What follows belongs to an exercise in optimizing a design on an open flow for small area and a short achievable clock period; a production flow would make more cautious choices.
Function was checked by simulation only, so behaviour that the tests miss may differ from the original.
Power is estimated from default activity; no workload was simulated.

==> flow/design.v (excerpt) <==
module openmips(
	input wire		clk,
	input wire 		rst,
	input wire[31:0]	 rom_data_i,
	output wire[31:0] rom_addr_o,
	output wire			 rom_ce_o,
	input wire[31:0]	 ram_data_i,
	output wire[31:0] ram_addr_o,
	output wire[31:0] ram_data_o,
	output wire			 ram_we_o,
	output wire[3:0]	 ram_sel_o,
	output wire			 ram_ce_o
);
Size: roughly 170 I/O pins.
clock: 9.5 ns
lec_check: 0
cap_margin: 20
core_margin: 2
core_utilization: 40
cts_cluster_diameter: 120
cts_cluster_size: 22
slew_margin: 20
tns_end_percent: 100
standard.sh (not shown) runs the stock make flow with config.mk's settings and CLKGATE_MAP_FILE= SYNTH_SCRIPT=/design/flow/synth_recipe.tcl, a recipe that flattens the netlist after the stock synthesis.
==> flow/flow/run.sh <==
#!/bin/bash
set -euo pipefail
MARGIN="${MARGIN:-5.0}"
bash standard.sh \
  "BUFFER_PORTS_ARGS=-buffer_cell sky130_fd_sc_hd__buf_2" \
  "SETUP_SLACK_MARGIN=${MARGIN}" \
  finish > flow_make.log 2>&1
The baseline completed with no timing, DRC or antenna violations.
Rerun with:
==> flow/flow/run.sh (replaced) <==
#!/bin/bash
set -euo pipefail
MARGIN="${MARGIN:-4.8}"
bash standard.sh \
  "BUFFER_PORTS_ARGS=-buffer_cell sky130_fd_sc_hd__buf_2" \
  "SETUP_SLACK_MARGIN=${MARGIN}" \
  finish > flow_make.log 2>&1
Settings changed: CTS_CLUSTER_DIAMETER 120 to unset, CTS_CLUSTER_SIZE 22 to unset.
The changed run completed without violations.
Sequential power barely changes.
Die area does not change.
Utilization goes up by 1.6 points.
Design area goes up by a few percent.
Power goes up by about a fifth.
Critical path depth is unchanged.
Rerun with:
==> flow/flow/run.sh (replaced) <==
#!/bin/bash
set -euo pipefail
MARGIN="${MARGIN:-5.1}"
bash standard.sh \
  "BUFFER_PORTS_ARGS=-buffer_cell sky130_fd_sc_hd__buf_2" \
  "SETUP_SLACK_MARGIN=${MARGIN}" \
  finish > flow_make.log 2>&1
Settings changed: CTS_CLUSTER_DIAMETER set to 110, CTS_CLUSTER_SIZE set to 19.
=> Register-to-register slack improves by 0.15 ns. Worst setup slack improved by 0.092 ns. Total power came out lower by 15%. Wire length fell by about 0.7%. Utilization falls by 1.4 points. Combinational power is about the same.
Rerun with:
==> flow/run.sh (new file) <==
#!/bin/bash
# synth_recipe.tcl (not shown) runs the flow's synth.tcl, then flattens the netlist and writes it again
# the make line also repeats each setting of config.mk as NAME=value (left out here)
make -C /OpenROAD-flow-scripts/flow DESIGN_CONFIG=/design/flow/config.mk WORK_HOME=/design/flow/orfs CLKGATE_MAP_FILE= SYNTH_SCRIPT=/design/flow/synth_recipe.tcl finish
Settings changed: CTS_CLUSTER_DIAMETER 110 to 120, CTS_CLUSTER_SIZE 19 to 22, SETUP_SLACK_MARGIN set to 5.
removed: flow/flow/run.sh
removed: flow/standard.sh
Result: Die area is unchanged. Routed wire length hardly moves. Total power decreases by 1.4%.

* * *

openmips again, from the RTL that the note above started with.
==> flow/design.v (excerpt) <==
module openmips(
	input wire		clk,
	input wire 		rst,
	input wire[31:0]	 rom_data_i,
	output wire[31:0] rom_addr_o,
	output wire			 rom_ce_o,
	input wire[31:0]	 ram_data_i,
	output wire[31:0] ram_addr_o,
	output wire[31:0] ram_data_o,
	output wire			 ram_we_o,
	output wire[3:0]	 ram_sel_o,
	output wire			 ram_ce_o
);
	reg			ce;
	reg[31:2]	pc_seq;		 
	reg[31:2]	ex_target;	 
	reg			ex_halt;	 
	reg			br_teq, br_tne;
	reg[7:0]	br_grp;
	wire		br_eq = &br_grp;
	wire[31:2]	target;
	wire[31:2] fetch_eq = br_teq ? ex_target : pc_seq;
	wire[31:2] fetch_ne = br_tne ? ex_target : pc_seq;
	wire[31:2] fetch_pc = br_eq ? fetch_eq : fetch_ne;
	assign rom_addr_o = {fetch_pc, 2'b00};
	assign rom_ce_o = ce;
	wire[31:2] seq_inc = pc_seq + 30'd1;
	wire[31:2] tgt_inc = ex_target + 30'd1;
	wire[31:2] next_eq = br_teq ? tgt_inc : seq_inc;
	wire[31:2] next_ne = br_tne ? tgt_inc : seq_inc;
	always @ (posedge clk) begin
		ce <= ~rst;
		if (~ce)
			pc_seq <= 30'd0;
		else if (~ex_halt)
			pc_seq <= br_eq ? next_eq : next_ne;
		ex_target <= target;
	end
	reg[31:0]	id_inst;
	reg			id_valid;
	reg[31:1]	id_rs_oh, id_rt_oh;	 
	integer j;
	always @ (posedge clk) begin
		id_inst <= rom_data_i;
		id_valid <= ce & ~rst;
		for (j = 1; j < 32; j = j + 1) begin
			id_rs_oh[j] <= (rom_data_i[25:21] == j[4:0]);
			id_rt_oh[j] <= (rom_data_i[20:16] == j[4:0]);
		end
	end
	wire[5:0]	op = id_inst[31:26];
	wire[4:0]	rs = id_inst[25:21];
	wire[4:0]	rt = id_inst[20:16];
	wire[4:0]	rd = id_inst[15:11];
	wire[4:0]	sa = id_inst[10:6];
	wire[5:0]	fn = id_inst[5:0];
	wire[15:0]	imm = id_inst[15:0];
	wire special = (op == 6'b000000);
	wire rtype = special & (sa == 5'd0);
	wire f_or   = rtype & (fn == 6'b100101);
	wire f_and  = rtype & (fn == 6'b100100);
	wire f_xor  = rtype & (fn == 6'b100110);
	wire f_nor  = rtype & (fn == 6'b100111);
	wire f_sllv = rtype & (fn == 6'b000100);
  ...
export LEC_CHECK = 0
export CAP_MARGIN = 20
export CORE_MARGIN = 2
export CORE_UTILIZATION = 40
export CTS_CLUSTER_DIAMETER = 100
export CTS_CLUSTER_SIZE = 16
export SLEW_MARGIN = 20
export TNS_END_PERCENT = 100
create_clock -name core_clock -period 9.5 [get_ports {clk}]
==> flow/flow/run.sh <==
#!/bin/bash
set -euo pipefail
MARGIN="${MARGIN:-5.0}"
bash standard.sh \
  "BUFFER_PORTS_ARGS=-buffer_cell sky130_fd_sc_hd__buf_2" \
  "SETUP_SLACK_MARGIN=${MARGIN}" \
  finish > flow_make.log 2>&1
Next try:
==> flow/run.sh (new file) <==
#!/bin/bash
# synth_recipe.tcl (not shown) runs the flow's synth.tcl, then flattens the netlist and writes it again
# the make line also repeats each setting of config.mk as NAME=value (left out here)
make -C /OpenROAD-flow-scripts/flow DESIGN_CONFIG=/design/flow/config.mk WORK_HOME=/design/flow/orfs CLKGATE_MAP_FILE= SYNTH_SCRIPT=/design/flow/synth_recipe.tcl finish
--- a/flow/config.mk
+++ b/flow/config.mk
@@ -10,4 +10,3 @@
 export CORE_UTILIZATION = 40
-export CTS_CLUSTER_DIAMETER = 100
-export CTS_CLUSTER_SIZE = 16
+export SETUP_SLACK_MARGIN = 5
 export SLEW_MARGIN = 20
removed: flow/flow/run.sh
removed: flow/standard.sh
Total power climbs by about a fifth; cell count climbs slightly; sequential share of layout area drops by 2.1 points; sequential cell count does not change; first-iteration DRC count drops slightly; design area climbs by a few percent; sequential power barely changes; clock power climbs by well over a third; core utilization climbs by 1.9 points; register-to-register slack degrades by 0.10 ns.

afterwards: timing with drivers on the ports:
Ports are ideal in the flow. The routed layouts listed here were re-timed in OpenROAD.
Step 1 assumes that a clkbuf_16 drives the clock port and a buf_2 every other input.
Step 2 also shifts input and output timing later by t, the mid clock arrival at the registers, as if the neighbouring blocks saw the same clock.
Slacks: ideal ports / drivers / drivers and shift; pairs: ideal ports / drivers.
run | shift t [ns] | setup WS [ns] | worst setup path after step 2
the first run of note 1 | 0.802 | 4.938 / 4.860 / 4.603 | input to register
the second run of note 1 | 0.897 | 4.815 / 4.732 / 4.516 | input to register
the third run of note 1 | 0.802 | 4.907 / 4.827 / 4.695 | input to register
the fourth run of note 1 | 0.805 | 4.905 / 4.859 / 4.375 | input to register
the first run of note 2 | 0.833 | 4.888 / 4.808 / 4.568 | input to register
the second run of note 2 | 0.898 | 4.889 / 4.809 / 4.340 | input to register
After both steps every run listed still meets setup and hold. The setup slack of the second run of note 2, which loses most, moves by -0.080 ns with the drivers and by -0.549 ns with both steps.
